Background: an optimization exercise with open tools, aiming at small area, a short achievable clock period and few clock cycles per item. Do not read the settings as production practice. No functional check of the RTL was part of any run shown here. Power figures rest on the tool's default switching activity, not on a simulated workload.

[design.v]
`default_nettype none
`timescale 1 ns / 1 ps
module udp_ipv4_tx (
    input  wire             ap_clk,
    input  wire             ap_rst_n,
    input  wire  [31:0]     my_ip_addr,
    input  wire   [7:0]     ip_protocol,
    input  wire             s_axis_tx_meta_tvalid,
    output wire             s_axis_tx_meta_tready,
    input  wire [255:0]     s_axis_tx_meta_tdata,
    input  wire             s_axis_tx_data_tvalid,
    output wire             s_axis_tx_data_tready,
    input  wire  [63:0]     s_axis_tx_data_tdata,
    input  wire   [7:0]     s_axis_tx_data_tkeep,
    input  wire             s_axis_tx_data_tlast,
    output wire             m_axis_tx_data_tvalid,
    input  wire             m_axis_tx_data_tready,
    output wire   [63:0]    m_axis_tx_data_tdata,
    output wire    [7:0]    m_axis_tx_data_tkeep,
    output wire             m_axis_tx_data_tlast,
    output reg    [31:0]    datagrams_transmitted
);
reg st_h0, st_h1, st_h2, st_h3, st_dat, st_prv, st_ext;
reg st_hdr, st_fix, st_lfix;
reg  [31:0] prev_data;    
reg   [3:1] prev_keep;    
reg         len_zero;     
reg  [13:2] len_r;        
reg         meta_seen;    
wire [31:0] m_dst_ip   = s_axis_tx_meta_tdata[31:0];
wire [15:0] m_dst_port = s_axis_tx_meta_tdata[47:32];
wire [15:0] m_src_port = s_axis_tx_meta_tdata[95:80];
wire [15:0] m_len      = s_axis_tx_meta_tdata[111:96];
wire [15:0] tot_len    = {2'b00, len_r, m_len[1:0]};
wire [15:0] udp_len    = {2'b00, len_r, m_len[1:0]};
wire in_v    = s_axis_tx_data_tvalid;
wire in_last = s_axis_tx_data_tlast;
wire in_k4   = s_axis_tx_data_tkeep[4];
wire rdy     = m_axis_tx_data_tready;
wire n_vreg, n_vdat;
udp_aoi21 u_vreg (.a(st_h0), .b(meta_seen), .c(st_fix), .y(n_vreg));
udp_nand2 u_vdat (.a(st_dat), .b(in_v), .y(n_vdat));
udp_nand2 u_vout (.a(n_vreg), .b(n_vdat), .y(m_axis_tx_data_tvalid));
wire beat_valid = (st_h0 & meta_seen) | st_fix | (st_dat & in_v);
wire beat_last  = st_lfix | (st_dat & in_last & ~in_k4);
wire meta_take  = st_h3 & rdy & (len_zero | in_v);
wire out_hs     = beat_valid & rdy;
wire data_hs    = st_dat & in_v & rdy;
udp_and2  u_drdy (.a(st_dat), .b(rdy), .y(s_axis_tx_data_tready));
udp_o211a u_mrdy (.a(len_zero), .b(in_v), .c(st_h3), .d(rdy), .y(s_axis_tx_meta_tready));
wire n_lfix, n_ldat;
udp_inv    u_lfix (.a(st_lfix), .y(n_lfix));
udp_nand3b u_ldat (.a_n(in_k4), .b(st_dat), .c(in_last), .y(n_ldat));
udp_nand2  u_lout (.a(n_lfix), .b(n_ldat), .y(m_axis_tx_data_tlast));
assign m_axis_tx_data_tkeep[0]   = 1'b1;
assign m_axis_tx_data_tkeep[3:1] = st_ext ? prev_keep : 3'b111;
wire n_hdr;
udp_inv u_hdr (.a(st_hdr), .y(n_hdr));
genvar i;
for (i = 0; i < 4; i = i + 1) begin : g_keep
    wire n_k;
    udp_nand2 u_k   (.a(st_dat), .b(s_axis_tx_data_tkeep[i]), .y(n_k));
    udp_nand2 u_out (.a(n_hdr), .b(n_k), .y(m_axis_tx_data_tkeep[4+i]));
end
wire [31:0] lo_dst = {m_dst_ip[7:0], m_dst_ip[15:8], m_dst_ip[23:16], m_dst_ip[31:24]};
wire        n_h0;         
wire        n_h01;        
udp_inv  u_n_h0  (.a(st_h0), .y(n_h0));
udp_nor2 u_n_h01 (.a(st_h0), .b(st_h1), .y(n_h01));
for (i = 0; i < 32; i = i + 1) begin : g_lo
    wire n_dst, n_prv;
    udp_nand2 u_dst (.a(st_h2),  .b(lo_dst[i]),    .y(n_dst));
    udp_nand2 u_prv (.a(st_prv), .b(prev_data[i]), .y(n_prv));
    if (i < 8) begin : b0
        if (i < 6) begin : u
            wire n_udp;
            udp_nand2 u_udp (.a(st_h3), .b(udp_len[8+i]), .y(n_udp));
            if (i == 0 || i == 2) begin : c
                udp_nand4 u_out (.a(n_dst), .b(n_prv), .c(n_udp), .d(n_h0),
                                 .y(m_axis_tx_data_tdata[i]));
            end else begin : nc
                udp_nand3 u_out (.a(n_dst), .b(n_prv), .c(n_udp),
                                 .y(m_axis_tx_data_tdata[i]));
            end
        end else if (i == 6) begin : c6
            udp_nand3 u_out (.a(n_dst), .b(n_prv), .c(n_h01),
                             .y(m_axis_tx_data_tdata[i]));
        end else begin : c7
            udp_nand2 u_out (.a(n_dst), .b(n_prv), .y(m_axis_tx_data_tdata[i]));
        end
    end else if (i < 16) begin : b1
        wire n_pro, n_udp;
        udp_nand2 u_pro (.a(st_h1), .b(ip_protocol[i-8]), .y(n_pro));
        udp_nand2 u_udp (.a(st_h3), .b(udp_len[i-8]),     .y(n_udp));
        udp_nand4 u_out (.a(n_dst), .b(n_prv), .c(n_pro), .d(n_udp),
                         .y(m_axis_tx_data_tdata[i]));
    end else if (i < 22) begin : b2
        wire n_tot;
        udp_nand2 u_tot (.a(st_h0), .b(tot_len[i-8]), .y(n_tot));
        udp_nand3 u_out (.a(n_dst), .b(n_prv), .c(n_tot), .y(m_axis_tx_data_tdata[i]));
    end else if (i < 24) begin : b2z
        udp_nand2 u_out (.a(n_dst), .b(n_prv), .y(m_axis_tx_data_tdata[i]));
    end else begin : b3
        wire n_tot;
        udp_nand2 u_tot (.a(st_h0), .b(tot_len[i-24]), .y(n_tot));
        udp_nand3 u_out (.a(n_dst), .b(n_prv), .c(n_tot), .y(m_axis_tx_data_tdata[i]));
    end
end
wire [31:0] hi_ports = {m_dst_port[7:0], m_dst_port[15:8], m_src_port[7:0], m_src_port[15:8]};
for (i = 0; i < 32; i = i + 1) begin : g_hi
    wire n_ip, n_pt, n_dat;
    udp_nand2 u_ip  (.a(st_h1),  .b(my_ip_addr[i]),             .y(n_ip));
    udp_nand2 u_pt  (.a(st_h2),  .b(hi_ports[i]),               .y(n_pt));
    udp_nand2 u_dat (.a(st_dat), .b(s_axis_tx_data_tdata[i]),   .y(n_dat));
    udp_nand3 u_out (.a(n_ip),   .b(n_pt), .c(n_dat),           .y(m_axis_tx_data_tdata[32+i]));
end
wire to_ext = st_dat & in_last & in_k4;
always @(posedge ap_clk) begin
    if (!ap_rst_n) begin
        st_h0   <= 1'b1;
        st_h1   <= 1'b0;
        st_h2   <= 1'b0;
        st_h3   <= 1'b0;
        st_dat  <= 1'b0;
        st_prv  <= 1'b0;
        st_ext  <= 1'b0;
        st_hdr  <= 1'b1;
        st_fix  <= 1'b0;
        st_lfix <= 1'b0;
    end else if (out_hs) begin
        st_h0   <= beat_last;
        st_h1   <= st_h0;
        st_h2   <= st_h1;
        st_h3   <= st_h2;
        st_dat  <= (st_h2 & ~len_zero) | (st_dat & ~in_last);
        st_prv  <= st_dat & (~in_last | in_k4);
        st_ext  <= to_ext;
        st_hdr  <= beat_last | st_h0 | st_h1;
        st_fix  <= st_h0 | st_h1 | (st_h2 & len_zero) | to_ext;
        st_lfix <= (st_h2 & len_zero) | to_ext;
    end
end
always @(posedge ap_clk) begin
    if (data_hs) begin
        prev_data <= s_axis_tx_data_tdata[63:32];
        prev_keep <= s_axis_tx_data_tkeep[7:5];
    end
end
wire        len_u = st_h2 | st_h3;
wire  [3:0] len_lo = {1'b0, m_len[4:2]} + {1'b0, ~len_u, 1'b1, ~len_u};
wire  [8:0] len_ones;      
assign len_ones[0] = 1'b1;
for (i = 1; i < 9; i = i + 1) begin : g_len
    assign len_ones[i] = len_ones[i-1] & m_len[4+i];
end
wire  [8:0] len_inc = {9{len_lo[3]}} & len_ones;
always @(posedge ap_clk) begin
    len_zero  <= (m_len[13:0] == 14'd0);
    len_r     <= {m_len[13:5] ^ len_inc, len_lo[2:0]};
    meta_seen <= ap_rst_n & s_axis_tx_meta_tvalid & ~meta_take;
end
wire [31:0] cnt_ones;
assign cnt_ones[0] = 1'b1;
for (i = 1; i < 32; i = i + 1) begin : g_cnt
    assign cnt_ones[i] = cnt_ones[i-1] & datagrams_transmitted[i-1];
end
always @(posedge ap_clk) begin
    if (!ap_rst_n)
        datagrams_transmitted <= 32'd0;
    else
        datagrams_transmitted <= datagrams_transmitted ^
                                 ({32{out_hs & beat_last}} & cnt_ones);
end
endmodule
module udp_nand2 (input wire a, input wire b, output wire y);
assign y = ~(a & b);
endmodule
module udp_nand3 (input wire a, input wire b, input wire c, output wire y);
assign y = ~(a & b & c);
endmodule
module udp_nand4 (input wire a, input wire b, input wire c, input wire d, output wire y);
assign y = ~(a & b & c & d);
endmodule
module udp_inv (input wire a, output wire y);
assign y = ~a;
endmodule
module udp_nor2 (input wire a, input wire b, output wire y);
assign y = ~(a | b);
endmodule
module udp_nand3b (input wire a_n, input wire b, input wire c, output wire y);
assign y = ~(~a_n & b & c);
endmodule
module udp_aoi21 (input wire a, input wire b, input wire c, output wire y);
assign y = ~((a & b) | c);
endmodule
module udp_and2 (input wire a, input wire b, output wire y);
assign y = a & b;
endmodule
module udp_o211a (input wire a, input wire b, input wire c, input wire d, output wire y);
assign y = (a | b) & c & d;
endmodule
[standard.sh]
#!/bin/bash
# synth_recipe.tcl (not shown) runs the flow's synth.tcl, then flattens the netlist and writes it again
# the make line also repeats each setting of config.mk as NAME=value (left out here)
make -C /OpenROAD-flow-scripts/flow DESIGN_CONFIG=/design/flow/config.mk WORK_HOME=/design/flow/orfs CLKGATE_MAP_FILE= SYNTH_SCRIPT=/design/flow/synth_recipe.tcl "${@:-finish}"
[config.mk]
export PLATFORM = sky130hd
export DESIGN_NAME = udp_ipv4_tx
export DESIGN_NICKNAME = udp_ipv4_tx
export VERILOG_FILES = /design/flow/design.v
export SDC_FILE = /design/flow/constraint.sdc
export NUM_CORES = 4
export LEC_CHECK = 0
export CAP_MARGIN = 20
export CORE_AREA = 2.5 2.5 97.5 97.5
export DIE_AREA = 0 0 100 100
export PLACE_DENSITY = 0.7
export SETUP_SLACK_MARGIN = 2.55
export SLEW_MARGIN = 20
export SYNTH_HIERARCHICAL = 1
[flow/run.sh]
#!/bin/bash
# Standard ORFS layout (the standard.sh, unchanged synthesis), with the
# port buffers made from the smallest buffer instead of the default choice
# and the pins allowed on every routing track, so a smaller die fits them.
set -euo pipefail
export BUFFER_PORTS_ARGS="-buffer_cell sky130_fd_sc_hd__buf_1"
export PLACE_PINS_ARGS="-min_distance 1 -min_distance_in_tracks"
bash standard.sh synth > synth.log 2>&1
bash standard.sh finish > layout.log 2>&1
[constraint.sdc]
create_clock -name core_clock -period 5.0 [get_ports {ap_clk}]
set_input_delay 1.0000 -clock core_clock [delete_from_list [all_inputs] [get_ports {ap_clk}]]
set_output_delay 1.0000 -clock core_clock [all_outputs]
set_load 0.01 [all_outputs]
==> impl_metrics.json, run 1 <==
{
  "outcome": "no timing/DRC/antenna violations",
  "fmax_ghz": 0.406,
  "clk_path_buf_depth": 2,
  "wire_per_inst_um": 16.0,
  "postSynth.asyncResetShare_pct": 0,
  "cts_hold_buf": 0,
  "drt_first_iter_violations": 336,
  "layout_commonest_cell": "sky130_fd_sc_hd__buf_1",
  "avgSynthCellArea_um2": 7.77,
  "switching_power_share_of_the_total_pct": 26.6,
  "rsz0062_at_grt": "yes",
  "die_area_mm2": 0.0100,
  "synthDominantAreaCellType": "sky130_fd_sc_hd__dfxtp_1",
  "global_route.overflow_total": 0,
  "setup_total_negative_slack_ps": 0,
  "crit_fanout": 1,
  "top_level_ports": 482,
  "die_height_um": 100,
  "min_period_ps": 2460,
  "synth_largest_type_area_fraction_pct": 24.0,
  "area_post_placement_mm2": 0.00592,
  "synth.net_count": 979,
  "post_drt_via_cell_ratio": 5.33,
  "clock_tree.htree_level_count": 3,
  "cts.sink_count": 91,
  "areaGrowthSynthToFinish_pct": 37.5,
  "vdd_ir_drop_max_mv": 0.169,
  "power_report.internal_total_mw": 1.11,
  "finalCritPeriodShare_pct": 49.2,
  "area_used_by_multi_input_combinational_logic_mm2": 0.00239,
  "yosys_warnings": 7,
  "clk_pin_slew_worst_paths_ps": 90,
  "critical_path_required_ps": 4000,
  "worst_setup_path_start_kind": "input pin",
  "fraction_of_final_layout_cells_sized_beyond_drive_strength_1_pct": 8.95,
  "grt_max_degree": 47,
  "number_of_global_route_vias_before_repair": 5173,
  "power_switching_mw": 0.401,
  "postSynthCellCount": 600,
  "layout.cell_area.non_filler_mm2": 0.00641,
  "p_clk_share_pct": 33.0,
  "slew_viol_final": 0,
  "port_buffers": 302,
  "end_kind": "primary output",
  "critical_path_class": "input pin to primary output",
  "min_delay_path_class": "flop to flop",
  "arrival_worst_endpoint_ps": 1460,
  "sequentialPowerShare_pct": 52.6,
  "core_area_mm2": 0.00872,
  "power.density_cell_area_mw_per_mm2": 235,
  "placed_wire_length_estimate_mm": 12.0,
  "ff_latch_area_mm2": 0.00219,
  "tritoncts.num_buffers": 9,
  "hold_violation_count_in_the_final_report": 0,
  "detail_route.wirelength_mm": 16.6,
  "power.combinational.fraction_pct": 14.5,
  "setup-violations-final": 0,
  "clock_skew_ps": 8.93,
  "synth-main-ff-cell": "sky130_fd_sc_hd__dfxtp_1",
  "synth_enable_flop_cells": 35,
  "yosysUniqueCellTypes": 49,
  "synth_area_leaders": "sky130_fd_sc_hd__dfxtp_1, sky130_fd_sc_hd__edfxtp_1, sky130_fd_sc_hd__nand2_1, sky130_fd_sc_hd__nand3_1, sky130_fd_sc_hd__xnor2_1",
  "final.fill_count": 753,
  "mostFrequentLayoutCells": "sky130_fd_sc_hd__buf_1, sky130_fd_sc_hd__nand2_1, sky130_fd_sc_hd__nand3_1, sky130_fd_sc_hd__dfxtp_1, sky130_fd_sc_hd__edfxtp_1",
  "synth_sequential_area_ratio_pct": 46.6,
  "total_via_count_after_detailed_routing": 5519,
  "clkLatencyLatePin_ps": 360,
  "cell_area_after_synthesis_mm2": 0.00466,
  "clock-root-buffer": "sky130_fd_sc_hd__clkbuf_8",
  "global_route_wire_length_before_repair_mm": 24.6,
  "starting_utilization_of_the_core_area_pct": 53.5,
  "cts_tree": "built",
  "count_of_nets_left_with_antenna_violations_after_detail_routing": 0,
  "antenna-diode-count": 0,
  "num-nets-final": 1301,
  "post-route-drc-count": 0,
  "firstDrtPassIters": 5,
  "grt_antenna_before_repair": 0,
  "floorplan.rows": 34,
  "chip_width_um": 100,
  "gp_congestion": 0.826,
  "post_synthesis_register_bit_count": 91,
  "cap_violations": 0,
  "power_leakage_nw": 2.37,
  "overall_routing_resource_usage_pct": 31.1
}
flip-flops by register name, summed over array words and instances, names as in the netlist, 3 cells and up:
name                   flops
datagrams_transmitted     32
len_r                     12
prev_data                 32
prev_keep                  3
critical path: stages:
cell and delay (ps):
sky130_fd_sc_hd__buf_1 170, sky130_fd_sc_hd__nand2_1 80, sky130_fd_sc_hd__nand3_1 80, sky130_fd_sc_hd__buf_2 130
metal layers:
| metal | track usage, % | part of all wire, % | vias to the layer above | routed length [µm] |
|---|---|---|---|---|
| met1 | 35.4 | 37 | 2478 | 6130 |
| met3 | 9.05 | 12 | 42 | 2010 |
| met2 | 53.6 | 47 | 304 | 7720 |
| met5 | 0 | 0 | - | 0 |
| li1 | - | - | 2695 | - |
| met4 | 14.7 | 4.2 | 0 | 694 |
final cells by class:
| type | count | area share (%) |
|---|---|---|
| multi-input cells | 478 | 37.2 |
| clock inverters | 4 | 0.488 |
| clock buffers | 12 | 2.65 |
| well taps | 108 | 2.11 |
| inverters | 20 | 1.19 |
| flip-flops and latches | 91 | 34.2 |
| repair buffers | 322 | 22.2 |
Yosys stat by module (local to each module, per instance):
module       times used  cells  flops+latches
udp_ipv4_tx           1    321             91
udp_and2              1      1              0
udp_nand3            51      1              0
udp_nand4            10      1              0
udp_nor2              1      1              0
udp_nand3b            1      1              0
udp_nand2           210      1              0
udp_aoi21             1      1              0
udp_inv               3      1              0
udp_o211a             1      1              0
cell families after synthesis:
| logic type | share of synthesized area (%) |
|---|---|
| AO/OA/AOI/OAI | 6.49 |
| XOR/XNOR | 3.94 |
| adder cells (fa/ha/maj) | 1.34 |
| buffers and inverters | 2.76 |
| flip-flops | 46.6 |
| multiplexers | 0.429 |
| other | 0.0804 |
| AND/OR/NAND/NOR | 38.4 |
synthesized netlist by cell type (2+ instances only):
cell type,number
sky130_fd_sc_hd__or3_1,11
sky130_fd_sc_hd__a21oi_1,22
sky130_fd_sc_hd__and2_1,3
sky130_fd_sc_hd__dfxtp_1,56
sky130_fd_sc_hd__nor3_1,6
sky130_fd_sc_hd__o211ai_1,3
sky130_fd_sc_hd__clkbuf_1,7
sky130_fd_sc_hd__edfxtp_1,35
sky130_fd_sc_hd__or4_1,2
sky130_fd_sc_hd__nand2b_1,7
sky130_fd_sc_hd__nor4_1,9
sky130_fd_sc_hd__nor2_1,23
sky130_fd_sc_hd__xnor2_1,18
sky130_fd_sc_hd__nand2_1,242
sky130_fd_sc_hd__nand3b_1,2
sky130_fd_sc_hd__nand3_1,63
sky130_fd_sc_hd__mux2i_1,2
sky130_fd_sc_hd__and3_1,6
sky130_fd_sc_hd__or4_4,2
sky130_fd_sc_hd__inv_1,19
sky130_fd_sc_hd__nand4_1,14
sky130_fd_sc_hd__ha_1,5
sky130_fd_sc_hd__o21ai_0,15
sky130_fd_sc_hd__xor2_1,3
final timing paths:
path,startpoint,to,slack (ps),depth (start not counted)
worst max register to register,st_dat,datagrams_transmitted[26],2700,8
worst max-delay path,s_axis_tx_meta_tdata[89],m_axis_tx_data_tdata[33],2540,4
worst min register to register,datagrams_transmitted[31],datagrams_transmitted[31],500,2
worst min-delay path,datagrams_transmitted[31],datagrams_transmitted[31],500,2
per-stage QoR:
step / util (%) / setup WS [ps] / hold WS (ps) / std cells / power (mW)
detailed placement: 67.9 / 2030 / 469 / 1003 / 1.01
CTS: 72.4 / 2460 / 495 / 1031 / 1.50
global route: 73.5 / 2550 / 527 / 1035 / 1.56
floorplan: - / 2500 / 494 / 600 / 0.900
finish: 73.5 / 2540 / 498 / 1035 / 1.51
global placement: 67.9 / 2150 / 467 / 1003 / 1.01
power by group through the flow:
stage | Sequential, mW | Combinational (mW) | Clock (mW)
2_1_floorplan | 0.814 | 0.0863 | 0
3_3_place_gp | 0.813 | 0.193 | 0
3_5_place_dp | 0.814 | 0.197 | 0
4_1_cts | 0.794 | 0.209 | 0.501
5_1_grt | 0.794 | 0.239 | 0.531
6_report | 0.793 | 0.218 | 0.497
repair_timing:
item                       in CTS  in global routing
setup endpoints to repair      90                 76
resized for setup              38                 22
pin swaps                       7                  2
setup buffers                  11                  4
gates cloned                    1                  0
==> run 2, diff against run 1 <==
--- a/config.mk
+++ b/config.mk
@@ -11,3 +11,3 @@
 export PLACE_DENSITY = 0.7
-export SETUP_SLACK_MARGIN = 2.55
+export SETUP_SLACK_MARGIN = 2.6
 export SLEW_MARGIN = 20
==> impl_metrics.json, run 2 <==
{
  "outcome": "no timing/DRC/antenna violations",
  "start_point_of_the_worst_min_delay_path": "datagrams_transmitted[31]",
  "cts_hold_buf": 0,
  "final.fill_count": 683,
  "total_via_count_after_detailed_routing": 5696,
  "worst_setup_path_start_kind": "input pin",
  "critical_path_required_ps": 4000,
  "synth_sequential_area_ratio_pct": 46.6,
  "vdd_ir_drop_max_mv": 0.197,
  "placed_wire_length_estimate_mm": 11.7,
  "tritoncts.num_buffers": 9,
  "cts_tree": "built",
  "starting_utilization_of_the_core_area_pct": 53.5,
  "rr_worst_depth": 9,
  "hold_end": "datagrams_transmitted[31]",
  "synth_area_leaders": "sky130_fd_sc_hd__dfxtp_1, sky130_fd_sc_hd__edfxtp_1, sky130_fd_sc_hd__nand2_1, sky130_fd_sc_hd__nand3_1, sky130_fd_sc_hd__xnor2_1",
  "finalWorstSetupSlack_ps": 2550,
  "setup_total_negative_slack_ps": 0,
  "num-nets-final": 1303,
  "post_synthesis_register_bit_count": 91,
  "min_period_ps": 2450,
  "port_buffers": 302,
  "dp.cells": 1002,
  "finish.cell_count_without_fillers": 1037,
  "clock_tree.htree_level_count": 3,
  "chip_width_um": 100,
  "postSynth.asyncResetShare_pct": 0,
  "number_of_global_route_vias_before_repair": 5350,
  "overall_routing_resource_usage_pct": 31.4,
  "clk_path_buf_depth": 2,
  "detail_route.wirelength_mm": 16.8,
  "cap_violations": 0,
  "slew_viol_final": 0,
  "cts.sink_count": 91,
  "synth_enable_flop_cells": 35,
  "mostFrequentLayoutCells": "sky130_fd_sc_hd__buf_1, sky130_fd_sc_hd__nand2_1, sky130_fd_sc_hd__nand3_1, sky130_fd_sc_hd__dfxtp_1, sky130_fd_sc_hd__edfxtp_1",
  "grt_max_degree": 47,
  "clk_pin_slew_worst_paths_ps": 90,
  "count_of_nets_left_with_antenna_violations_after_detail_routing": 0,
  "end_kind": "primary output",
  "setup-violations-final": 0,
  "firstDrtPassIters": 5,
  "top_level_ports": 482,
  "r2r_end": "datagrams_transmitted[20]",
  "arrival_worst_endpoint_ps": 1450,
  "floorplan.rows": 34,
  "min_delay_path_class": "flop to flop",
  "holdPathStages": 2,
  "avgSynthCellArea_um2": 7.77,
  "areaGrowthSynthToFinish_pct": 41.5,
  "timing.rr.start": "st_dat",
  "gp_congestion": 0.846,
  "clock-root-buffer": "sky130_fd_sc_hd__clkbuf_8",
  "synthMostInstantiatedCell": "sky130_fd_sc_hd__nand2_1",
  "die_area_mm2": 0.0100,
  "synth.cells.most_frequent": "sky130_fd_sc_hd__nand2_1, sky130_fd_sc_hd__nand3_1, sky130_fd_sc_hd__dfxtp_1",
  "grt_antenna_before_repair": 0,
  "tightestPinTransition_ps": 841,
  "rsz0062_at_grt": "yes",
  "regToRegSetupSlack_ps": 2700,
  "critical_path_class": "input pin to primary output",
  "cell_area_after_synthesis_mm2": 0.00466,
  "power_leakage_nw": 2.55,
  "place_ws_ps": 2040,
  "post-route-drc-count": 0,
  "clkLatencyLatePin_ps": 360,
  "synthDominantAreaCellType": "sky130_fd_sc_hd__dfxtp_1",
  "die_height_um": 100,
  "hold_violation_count_in_the_final_report": 0,
  "power.density_cell_area_mw_per_mm2": 229,
  "finalCritPeriodShare_pct": 49.0,
  "fraction_of_final_layout_cells_sized_beyond_drive_strength_1_pct": 14.5,
  "crit_fanout": 5,
  "core_area_mm2": 0.00872,
  "global_route.overflow_total": 0,
  "yosys_warnings": 7,
  "drt_first_iter_violations": 364,
  "postSynthCellCount": 600,
  "wire_per_inst_um": 16.2,
  "fmax_ghz": 0.409,
  "largest_registers": "datagrams_transmitted: 32 flops, prev_data: 32 flops, len_r: 12 flops",
  "layout_commonest_cell": "sky130_fd_sc_hd__buf_1",
  "rel_slew_slack_pct": 44.0,
  "synth_largest_type_area_fraction_pct": 24.0,
  "antenna-diode-count": 0,
  "synth-main-ff-cell": "sky130_fd_sc_hd__dfxtp_1",
  "clock_skew_ps": 11.3,
  "post_drt_via_cell_ratio": 5.49,
  "global_route_wire_length_before_repair_mm": 25.0,
  "synth.net_count": 979,
  "yosysUniqueCellTypes": 49
}
-- run 2: changes by cell type in the layout (fill, tap and decap cells not counted), moves of 3 or more --
| cell | change |
|---|---|
| sky130_fd_sc_hd__buf_1 | -33 |
| sky130_fd_sc_hd__clkbuf_2 | +13 |
| sky130_fd_sc_hd__buf_2 | +11 |
| sky130_fd_sc_hd__buf_6 | +11 |
| sky130_fd_sc_hd__nand2_1 | -7 |
| sky130_fd_sc_hd__nand2_2 | +6 |
| sky130_fd_sc_hd__nand3_1 | -5 |
| sky130_fd_sc_hd__nand3_2 | +5 |
| sky130_fd_sc_hd__clkbuf_4 | -3 |
| sky130_fd_sc_hd__o21ai_0 | -3 |
-- run 2: critical path: stages --
cell	delay, ps
sky130_fd_sc_hd__buf_8	100
sky130_fd_sc_hd__o211a_1	220
sky130_fd_sc_hd__buf_6	130
-- run 2: stage by stage --
stage | total power [mW] | utilization, % | hold WS, ps | instance area (µm²)
floorplan | 0.900 | - | 494 | 4680
global placement | 1.01 | 67.8 | 487 | 5910
detailed placement | 1.01 | 67.8 | 493 | 5910
CTS | 1.50 | 73.2 | 505 | 6380
global route | 1.57 | 75.7 | 550 | 6600
finish | 1.51 | 75.7 | 502 | 6600
-- run 2: what timing repair did --
action	CTS	global route
pin swaps	11	12
cloned	1	0
gates resized for setup	63	75
buffers inserted	13	5
setup endpoints to repair	91	74
-- run 2: modules after synthesis (local to each module, per instance), a selection --
module | flops+latches | times used | cell area (µm²)
udp_inv | 0 | 3 | 3.75
udp_aoi21 | 0 | 1 | 8.76
udp_o211a | 0 | 1 | 10.0
udp_nand3b | 0 | 1 | 7.51
udp_nand4 | 0 | 10 | 6.26
udp_and2 | 0 | 1 | 6.26
udp_ipv4_tx | 91 | 1 | 3510
udp_nor2 | 0 | 1 | 3.75
udp_nand3 | 0 | 51 | 5.00
-- run 2: layer usage --
layer,vias up,routed length (µm),global-route usage (%),share of wire (%)
met2,365,7920,51.6,47
met1,2576,6320,37.1,38
met4,0,656,17.5,3.9
met5,-,0,0,0
li1,2700,-,-,-
met3,55,1930,8.70,11
-- run 2: report_power, final --
part | switching [mW] | internal [mW]
registers | 0.0139 | 0.779
logic | 0.128 | 0.106
clock network | 0.272 | 0.214
total | 0.414 | 1.10
-- run 2: final cells by class --
class	instances	area, µm²	share of cell area [%]
multi-input cells	478	2460	37.3
well taps	108	135	2.05
inverters	20	76.3	1.16
clock inverters	6	42.5	0.645
flip-flops and latches	91	2190	33.2
repair buffers	324	1540	23.4
clock buffers	10	149	2.26
-- run 2: worst max-delay path by stage --
stage	to	slack, ps	from
5_1_grt	m_axis_tx_data_tlast	2530	s_axis_tx_data_tkeep[4]
2_1_floorplan	datagrams_transmitted[23]	2500	s_axis_tx_data_tkeep[4]
3_5_place_dp	datagrams_transmitted[16]	2040	ap_rst_n
6_report	s_axis_tx_meta_tready	2550	s_axis_tx_data_tvalid
4_1_cts	m_axis_tx_data_tlast	2550	s_axis_tx_data_tkeep[4]
3_3_place_gp	datagrams_transmitted[16]	2150	ap_rst_n
-- run 2: kinds of logic after synthesis --
kind of cell / count (synthesis) / share of synthesized area [%]
buffers and inverters: 31 / 2.76
xor gates and xnor gates: 21 / 3.94
and+or+nand+nor: 398 / 38.4
adders and majority gates: 5 / 1.34
other: 1 / 0.0804
AOI/OAI and AO/OA: 51 / 6.49
muxes: 2 / 0.429
DFF: 91 / 46.6
==> run 3, diff against run 2 <==
--- a/design.v
+++ b/design.v
@@ -43,9 +43,6 @@
 udp_nand2 u_vout (.a(n_vreg), .b(n_vdat), .y(m_axis_tx_data_tvalid));
-wire beat_valid = (st_h0 & meta_seen) | st_fix | (st_dat & in_v);
-wire beat_last  = st_lfix | (st_dat & in_last & ~in_k4);
-wire meta_take  = st_h3 & rdy & (len_zero | in_v);
-wire out_hs     = beat_valid & rdy;
-wire data_hs    = st_dat & in_v & rdy;
-udp_and2  u_drdy (.a(st_dat), .b(rdy), .y(s_axis_tx_data_tready));
-udp_o211a u_mrdy (.a(len_zero), .b(in_v), .c(st_h3), .d(rdy), .y(s_axis_tx_meta_tready));
+wire out_hs  = m_axis_tx_data_tvalid & rdy;
+wire data_hs = st_dat & in_v & rdy;
+assign s_axis_tx_data_tready = st_dat & rdy;
+assign s_axis_tx_meta_tready = st_h3 & rdy & (len_zero | in_v);
 wire n_lfix, n_ldat;
@@ -130,3 +127,3 @@
     end else if (out_hs) begin
-        st_h0   <= beat_last;
+        st_h0   <= m_axis_tx_data_tlast;
         st_h1   <= st_h0;
@@ -137,3 +134,3 @@
         st_ext  <= to_ext;
-        st_hdr  <= beat_last | st_h0 | st_h1;
+        st_hdr  <= m_axis_tx_data_tlast | st_h0 | st_h1;
         st_fix  <= st_h0 | st_h1 | (st_h2 & len_zero) | to_ext;
@@ -159,8 +156,26 @@
     len_r     <= {m_len[13:5] ^ len_inc, len_lo[2:0]};
-    meta_seen <= ap_rst_n & s_axis_tx_meta_tvalid & ~meta_take;
-end
-wire [31:0] cnt_ones;
-assign cnt_ones[0] = 1'b1;
-for (i = 1; i < 32; i = i + 1) begin : g_cnt
-    assign cnt_ones[i] = cnt_ones[i-1] & datagrams_transmitted[i-1];
+    meta_seen <= ap_rst_n & s_axis_tx_meta_tvalid & ~s_axis_tx_meta_tready;
+end
+wire        cnt_inc = out_hs & m_axis_tx_data_tlast;
+wire  [7:0] cnt_grp_ones;     
+wire [32:0] cnt_c;            
+assign cnt_grp_ones[0] = 1'b1;
+for (i = 1; i < 8; i = i + 1) begin : g_cnt_grp
+    assign cnt_grp_ones[i] = cnt_grp_ones[i-1] & (&datagrams_transmitted[4*i-1 -: 4]);
+end
+for (i = 0; i < 32; i = i + 1) begin : g_cnt
+    if (i % 4 == 0) begin : grp
+        assign cnt_c[i+1] = (cnt_inc & cnt_grp_ones[i/4]) & datagrams_transmitted[i];
+    end else begin : rip
+        assign cnt_c[i+1] = cnt_c[i] & datagrams_transmitted[i];
+    end
+end
+assign cnt_c[0] = 1'b0;
+wire [31:0] cnt_t;            
+for (i = 0; i < 32; i = i + 1) begin : g_cnt_t
+    if (i % 4 == 0) begin : grp
+        assign cnt_t[i] = cnt_inc & cnt_grp_ones[i/4];
+    end else begin : rip
+        assign cnt_t[i] = cnt_c[i];
+    end
 end
@@ -170,4 +185,3 @@
     else
-        datagrams_transmitted <= datagrams_transmitted ^
-                                 ({32{out_hs & beat_last}} & cnt_ones);
+        datagrams_transmitted <= datagrams_transmitted ^ cnt_t;
 end
@@ -195,7 +209 @@
 endmodule
-module udp_and2 (input wire a, input wire b, output wire y);
-assign y = a & b;
-endmodule
-module udp_o211a (input wire a, input wire b, input wire c, input wire d, output wire y);
-assign y = (a | b) & c & d;
-endmodule
--- a/config.mk
+++ b/config.mk
@@ -11,3 +11,3 @@
 export PLACE_DENSITY = 0.7
-export SETUP_SLACK_MARGIN = 2.6
+export SETUP_SLACK_MARGIN = 2.55
 export SLEW_MARGIN = 20
==> impl_metrics.json, run 3 <==
{
  "outcome": "no timing/DRC/antenna violations",
  "hold_violation_count_in_the_final_report": 0,
  "synth_area_leaders": "sky130_fd_sc_hd__dfxtp_1, sky130_fd_sc_hd__edfxtp_1, sky130_fd_sc_hd__nand2_1, sky130_fd_sc_hd__ha_1, sky130_fd_sc_hd__nand3_1",
  "overall_routing_resource_usage_pct": 27.6,
  "min_period_ps": 2650,
  "top_level_ports": 482,
  "cp_num_buf_inv": 2,
  "avgSynthCellArea_um2": 8.39,
  "clkLatencyLatePin_ps": 350,
  "slowest_delay_ps": 380,
  "areaGrowthSynthToFinish_pct": 39.9,
  "synth_enable_flop_cells": 35,
  "gp_congestion": 0.885,
  "cell_area_after_synthesis_mm2": 0.00448,
  "route.met2.wl_mm": 6.69,
  "critical_path.top_delay_family": "simple AND/OR/NAND/NOR gates",
  "count_of_nets_left_with_antenna_violations_after_detail_routing": 0,
  "core_area_mm2": 0.00872,
  "yosys_warnings": 7,
  "slew_viol_final": 0,
  "mostFrequentLayoutCells": "sky130_fd_sc_hd__buf_1, sky130_fd_sc_hd__nand2_1, sky130_fd_sc_hd__nand3_1, sky130_fd_sc_hd__dfxtp_1, sky130_fd_sc_hd__edfxtp_1",
  "clk_path_buf_depth": 2,
  "wire_per_inst_um": 15.1,
  "synth.cells.most_frequent": "sky130_fd_sc_hd__nand2_1, sky130_fd_sc_hd__nand3_1, sky130_fd_sc_hd__dfxtp_1",
  "top_layer_used": "met4",
  "postSynth.asyncResetShare_pct": 0,
  "fraction_of_final_layout_cells_sized_beyond_drive_strength_1_pct": 8.86,
  "cp_cell_sequence": "buf_6, nand3b_1, nand2_2, nand3_2, or2_4, or3_4, buf_4, nor2_4, ha_4, ha_4, ha_4, and2_1",
  "fmax_ghz": 0.378,
  "total_via_count_after_detailed_routing": 4981,
  "number_of_global_route_vias_before_repair": 4690,
  "floorplan.rows": 34,
  "met3RoutedLength_mm": 1.86,
  "area_used_by_multi_input_combinational_logic_mm2": 0.00239,
  "num-nets-final": 1255,
  "critical_path_class": "input pin to flop",
  "rel_slew_slack_pct": 60.5,
  "synthDominantAreaCellType": "sky130_fd_sc_hd__dfxtp_1",
  "starting_utilization_of_the_core_area_pct": 51.4,
  "power.density_cell_area_mw_per_mm2": 236,
  "cap_violations": 0,
  "global_route.overflow_total": 0,
  "layout_commonest_cell": "sky130_fd_sc_hd__buf_1",
  "arrival_worst_endpoint_ps": 2890,
  "rsz0062_at_grt": "yes",
  "grt_antenna_before_repair": 0,
  "finalCritPeriodShare_pct": 53.0,
  "worst_path_max_delay_cell": "sky130_fd_sc_hd__or3_4",
  "synth_largest_type_area_fraction_pct": 25.0,
  "min_delay_path_class": "flop to flop",
  "placed_wire_length_estimate_mm": 11.0,
  "post-route-drc-count": 0,
  "vdd_ir_drop_max_mv": 0.195,
  "power_mw": 1.48,
  "synth-main-ff-cell": "sky130_fd_sc_hd__dfxtp_1",
  "final.fill_count": 703,
  "synth.net_count": 936,
  "tightestPinTransition_ps": 593,
  "detail_route.wirelength_mm": 14.6,
  "synthMostInstantiatedCell": "sky130_fd_sc_hd__nand2_1",
  "die_area_mm2": 0.0100,
  "critical_path_required_ps": 5250,
  "clock_skew_ps": 13.0,
  "antenna-diode-count": 0,
  "post_drt_via_cell_ratio": 5.16,
  "postSynthCellCount": 534,
  "setup_total_negative_slack_ps": 0,
  "die_height_um": 100,
  "ff_latch_area_mm2": 0.00219,
  "end_kind": "flop",
  "port_buffers": 302,
  "regToRegSetupSlack_ps": 2600,
  "cts_tree": "built",
  "worst_setup_path_start_kind": "input pin",
  "chip_width_um": 100,
  "synth_sequential_area_ratio_pct": 48.5,
  "clk_pin_slew_worst_paths_ps": 80,
  "timing.critical_path.mode_cell": "sky130_fd_sc_hd__ha_4",
  "post_synthesis_register_bit_count": 91,
  "crit_fanout": 5,
  "power_leakage_nw": 2.54,
  "clock_tree.htree_level_count": 3,
  "clock-root-buffer": "sky130_fd_sc_hd__clkbuf_8",
  "yosysUniqueCellTypes": 33,
  "setup-violations-final": 0,
  "global_route_wire_length_before_repair_mm": 21.9,
  "drt_first_iter_violations": 234,
  "grt_max_degree": 70,
  "largest_registers": "datagrams_transmitted: 32 flops, prev_data: 32 flops, len_r: 12 flops",
  "firstDrtPassIters": 4,
  "routedLengthMet1_mm": 5.49,
  "tritoncts.num_buffers": 9,
  "cts.sink_count": 91
}
==> run 3: cell types whose count changed after synthesis, sizes merged, moves of 7 or more <==
cell / delta
xor2: +7
inv: -9
or3: -11
nor2: -14
and2: +31
a21oi: -17
o21ai: -11
nand2: -16
ha: +23
xnor2: -11
==> run 3: power breakdown <==
group          leakage [nW]  total [mW]  internal, mW  switching [mW]
clock                 0.104       0.475         0.218           0.257
combinational          1.67       0.210        0.0914           0.118
sequential            0.774       0.793         0.780          0.0125
total                  2.54        1.48          1.09           0.388
==> run 3: path summary, 6_finish.rpt <==
kind                                start                         to  depth (start not counted)
hold / removal                     st_hdr                     st_hdr                          2
hold reg to reg                    st_hdr                     st_hdr                          2
setup / recovery  s_axis_tx_data_tkeep[4]  datagrams_transmitted[30]                         12
setup reg to reg                    st_h0  datagrams_transmitted[30]                         11
==> run 3: per-module statistics from Yosys, one instance, submodules excluded <==
module / area [µm²] / flops+latches
udp_aoi21: 8.76 / 0
udp_inv: 3.75 / 0
udp_ipv4_tx: 3340 / 91
udp_nand2: 3.75 / 0
udp_nand3: 5.00 / 0
udp_nand3b: 7.51 / 0
udp_nand4: 6.26 / 0
udp_nor2: 3.75 / 0
==> run 3: tightest hold or removal path, stage by stage, from the launching register on <==
cell	delay, ps
sky130_fd_sc_hd__dfxtp_1	330
sky130_fd_sc_hd__nor2_1	90
sky130_fd_sc_hd__o21ai_0	80
==> run 3: layer usage <==
layer	track usage, %	up-vias
li1	-	2435
met1	32.1	2232
met2	46.7	276
met3	9.12	38
met4	12.0	0
met5	0	-
==> run 3: through the flow <==
stage          util (%)  instance area, µm²  hold slack (ps)  setup WS, ps  instances
6_report           71.9                6270              540          2350        966
5_1_grt            71.9                6270              608          2270        966
4_1_cts            70.4                6140              545          2360        963
3_5_place_dp       67.2                5860              531          1850        943
3_3_place_gp       67.2                5860              514          1910        943
2_1_floorplan         -                4580              498          2100        534
==> run 3: area by class of cell <==
type	instances	share of cell area [%]
flip-flops and latches	91	34.9
well taps	108	2.16
repair buffers	314	21.1
multi-input cells	427	38.1
clock inverters	5	0.579
inverters	10	0.599
clock buffers	11	2.50
==> run 3: timing repair <==
action	CTS	global route
buffers inserted	4	2
setup endpoints to repair	94	68
hold buffers	0	0
pin swaps	1	3
resized for setup	24	32
cloned	0	1
==> run 3: cells by family after synthesis <==
kind of cell / after synthesis / synth area share, %
simple gates: 365 / 36.6
flops: 91 / 48.5
fa+ha+maj: 28 / 7.82
xor+xnor: 17 / 3.32
compound gates: 16 / 2.23
buf+inv: 16 / 1.42
other cells: 1 / 0.0837
==> run 4, diff against run 3 <==
--- a/config.mk
+++ b/config.mk
@@ -11,3 +11,3 @@
 export PLACE_DENSITY = 0.7
-export SETUP_SLACK_MARGIN = 2.55
+export SETUP_SLACK_MARGIN = 2.5
 export SLEW_MARGIN = 20
==> impl_metrics.json, run 4 <==
{
  "outcome": "no timing/DRC/antenna violations",
  "post_synthesis_register_bit_count": 91,
  "worst_path_max_delay_cell": "sky130_fd_sc_hd__or3_4",
  "synth_sequential_area_ratio_pct": 48.5,
  "power_report.internal_total_mw": 1.11,
  "arrival_worst_endpoint_ps": 2980,
  "critical_path_class": "input pin to flop",
  "finalCritPeriodShare_pct": 53.5,
  "power_switching_mw": 0.387,
  "floorplan.rows": 34,
  "clkLatencyLatePin_ps": 350,
  "crit_fanout": 5,
  "core_area_mm2": 0.00872,
  "yosys_warnings": 7,
  "areaGrowthSynthToFinish_pct": 38.6,
  "fraction_of_final_layout_cells_sized_beyond_drive_strength_1_pct": 7.33,
  "synth_enable_flop_cells": 35,
  "cp_cell_sequence": "buf_6, nand3b_1, nand2_2, nand3_2, or2_1, or3_4, nor4_4, ha_2, ha_4, ha_4, xor2_1, and2_1",
  "critical_path_required_ps": 5300,
  "clock_skew_ps": 10.7,
  "placed_wire_length_estimate_mm": 11.0,
  "yosysUniqueCellTypes": 33,
  "wire_per_inst_um": 14.9,
  "slew_viol_final": 0,
  "critical_path.top_delay_family": "simple AND/OR/NAND/NOR gates",
  "postSynth.asyncResetShare_pct": 0,
  "count_of_nets_left_with_antenna_violations_after_detail_routing": 0,
  "avgSynthCellArea_um2": 8.39,
  "grt_max_degree": 41,
  "detail_route.wirelength_mm": 14.5,
  "cts_tree": "built",
  "cp_num_cells": 12,
  "layout.core_utilization_pct": 71.2,
  "power.density_cell_area_mw_per_mm2": 241,
  "rel_slew_slack_pct": 61.2,
  "layout_commonest_cell": "sky130_fd_sc_hd__buf_1",
  "cp_num_buf_inv": 1,
  "final.fill_count": 739,
  "firstDrtPassIters": 4,
  "die_area_mm2": 0.0100,
  "post-route-drc-count": 0,
  "synth.net_count": 936,
  "die_height_um": 100,
  "clk_path_buf_depth": 2,
  "fmax_ghz": 0.374,
  "timing.critical_path.mode_cell": "sky130_fd_sc_hd__ha_4",
  "total_via_count_after_detailed_routing": 4925,
  "synthMostInstantiatedCell": "sky130_fd_sc_hd__nand2_1",
  "starting_utilization_of_the_core_area_pct": 51.4,
  "synthDominantAreaCellType": "sky130_fd_sc_hd__dfxtp_1",
  "setup-violations-final": 0,
  "end_kind": "flop",
  "sequentialPowerShare_pct": 53.0,
  "cts.sink_count": 91,
  "grt_antenna_before_repair": 0,
  "cell_area_after_synthesis_mm2": 0.00448,
  "hold_violation_count_in_the_final_report": 0,
  "holdPathStages": 2,
  "mostFrequentLayoutCells": "sky130_fd_sc_hd__buf_1, sky130_fd_sc_hd__nand2_1, sky130_fd_sc_hd__nand3_1, sky130_fd_sc_hd__dfxtp_1, sky130_fd_sc_hd__edfxtp_1",
  "chip_width_um": 100,
  "synth_largest_type_area_fraction_pct": 25.0,
  "power_leakage_nw": 2.51,
  "power.combinational.fraction_pct": 13.7,
  "number_of_global_route_vias_before_repair": 4813,
  "top_level_ports": 482,
  "vdd_ir_drop_max_mv": 0.244,
  "overall_routing_resource_usage_pct": 28.6,
  "min_delay_path_class": "flop to flop",
  "global_route.overflow_total": 0,
  "port_buffers": 302,
  "largest_registers": "datagrams_transmitted: 32 flops, prev_data: 32 flops, len_r: 12 flops",
  "num-nets-final": 1257,
  "tightestPinTransition_ps": 582,
  "post_drt_via_cell_ratio": 5.08,
  "worst_setup_path_start_kind": "input pin",
  "rsz0062_at_grt": "yes",
  "clock_tree.htree_level_count": 3,
  "clock-root-buffer": "sky130_fd_sc_hd__clkbuf_8",
  "gp_congestion": 0.858,
  "synth-main-ff-cell": "sky130_fd_sc_hd__dfxtp_1",
  "p_clk_share_pct": 33.3,
  "setup_total_negative_slack_ps": 0,
  "clk_pin_slew_worst_paths_ps": 90,
  "synth_area_leaders": "sky130_fd_sc_hd__dfxtp_1, sky130_fd_sc_hd__edfxtp_1, sky130_fd_sc_hd__nand2_1, sky130_fd_sc_hd__ha_1, sky130_fd_sc_hd__nand3_1",
  "synth.cells.most_frequent": "sky130_fd_sc_hd__nand2_1, sky130_fd_sc_hd__nand3_1, sky130_fd_sc_hd__dfxtp_1",
  "postSynthCellCount": 534,
  "global_route_wire_length_before_repair_mm": 22.7,
  "switching_power_share_of_the_total_pct": 25.9,
  "rr_worst_depth": 11,
  "drt_first_iter_violations": 146,
  "min_period_ps": 2680,
  "slowest_delay_ps": 390,
  "tritoncts.num_buffers": 9,
  "cap_violations": 0
}
run 4: worst register-to-register path: cells and delay by family (launching register included):
kind / cells / cell delay [ps]
xor gates and xnor gates: 1 / 130
DFF: 1 / 520
adders and majority gates: 3 / 480
AOI/OAI and AO/OA: 1 / 100
and+or+nand+nor: 6 / 1150
run 4: kinds of logic (layout without fill, tap and decap cells):
logic type | after synthesis | in the layout | synth area share (%)
adders and majority gates | 28 | 28 | 7.82
xor gates and xnor gates | 17 | 17 | 3.32
other | 1 | 3 | 0.0837
DFF | 91 | 91 | 48.5
AOI/OAI and AO/OA | 16 | 16 | 2.23
and+or+nand+nor | 365 | 365 | 36.6
buffers and inverters | 16 | 342 | 1.42
run 4: what timing repair did:
item,CTS,global route
endpoints found under the setup margin,91,64
pin swaps,1,2
endpoints found under the hold margin,0,0
resized for setup,18,9
cloned,0,0
hold buffers,0,0
buffers inserted,5,4
run 4: path summary, 6_finish.rpt:
path | start | end | slack (ps)
setup / recovery | s_axis_tx_data_tkeep[4] | datagrams_transmitted[27] | 2320
hold / removal | st_h1 | st_h1 | 540
setup reg to reg | st_h0 | datagrams_transmitted[27] | 2580
hold reg to reg | st_h1 | st_h1 | 540
run 4: per-module statistics from Yosys (local to each module, per instance):
module       flip-flops and latches  cells  cell area [µm²]
udp_nand3                         0      1             5.00
udp_nand3b                        0      1             7.51
udp_nand2                         0      1             3.75
udp_inv                           0      1             3.75
udp_aoi21                         0      1             8.76
udp_nand4                         0      1             6.26
udp_nor2                          0      1             3.75
udp_ipv4_tx                      91    257             3340
run 4: per-layer routing:
| layer | share of wire, % | routed length, µm | global-route usage, % | vias up |
|---|---|---|---|---|
| met5 | 0 | 0 | 0 | - |
| met4 | 3.2 | 457 | 13.1 | 0 |
| met3 | 12 | 1680 | 7.66 | 36 |
| met2 | 47 | 6840 | 49.8 | 274 |
| met1 | 38 | 5520 | 32.9 | 2174 |
| li1 | - | - | - | 2441 |
run 4: area by class of cell:
cell class | instances | area [µm²] | area share [%]
Clock inverter | 4 | 28.8 | 0.464
Timing Repair Buffer | 316 | 1290 | 20.7
Antenna cell | 2 | 5.00 | 0.0806
Clock buffer | 12 | 176 | 2.84
Inverter | 10 | 37.5 | 0.605
Multi-Input combinational cell | 427 | 2350 | 37.9
Tap cell | 108 | 135 | 2.18
Sequential cell | 91 | 2190 | 35.2
run 4: power by group through the flow:
stage	Sequential (mW)	Clock (mW)	Combinational, mW
after detailed placement	0.813	0	0.192
after floorplan	0.814	0	0.0828
final	0.794	0.498	0.204
after global placement	0.813	0	0.190
after CTS	0.795	0.507	0.201
after global routing	0.796	0.534	0.226
run 4: through the flow:
stage | hold WS (ps) | cells | setup slack (ps) | power [mW] | area [µm²]
2_1_floorplan | 498 | 534 | 2100 | 0.897 | 4580
6_report | 544 | 970 | 2320 | 1.50 | 6210
3_5_place_dp | 539 | 943 | 1830 | 1.00 | 5860
4_1_cts | 544 | 964 | 2350 | 1.50 | 6160
3_3_place_gp | 519 | 943 | 1920 | 1.00 | 5860
5_1_grt | 575 | 968 | 2240 | 1.56 | 6200

## separate check: timing with driven ports
How much do the figures lean on ideal ports? The routed layouts below were timed once more, with nothing changed but the port constraints.
Step 1: set_driving_cell puts a clkbuf_16 on ap_clk and a buf_2 on each other input, an assumption about the parent block.
Step 2 adds t to the input delays and takes it off the output delays; t is the mean of the earliest and latest rising clock arrival at the registers after step 1. Input paths then give back, and output paths get back, about the clock's delay inside the block.
Three values: ideal ports, drivers, drivers and shift; two values: the first two.
run	t (ns)	slack for setup (ns)	worst hold slack (ns)	latest minus earliest clock arrival (ns)	pins driven straight from the clock port
run 1	0.383	2.539 / 2.497 / 2.203	0.498 / 0.498 / 0.498	0.009 / 0.009	1
run 2	0.385	2.552 / 2.503 / 2.207	0.502 / 0.502 / 0.502	0.012 / 0.012	1
run 3	0.376	2.352 / 2.333 / 1.957	0.540 / 0.540 / 0.540	0.013 / 0.014	1
run 4	0.379	2.323 / 2.310 / 1.932	0.544 / 0.544 / 0.544	0.010 / 0.011	1
After both steps setup and hold are still met in every run listed. The setup slack of run 3, which loses most, moves by -0.019 ns with the drivers and by -0.395 ns with both steps.
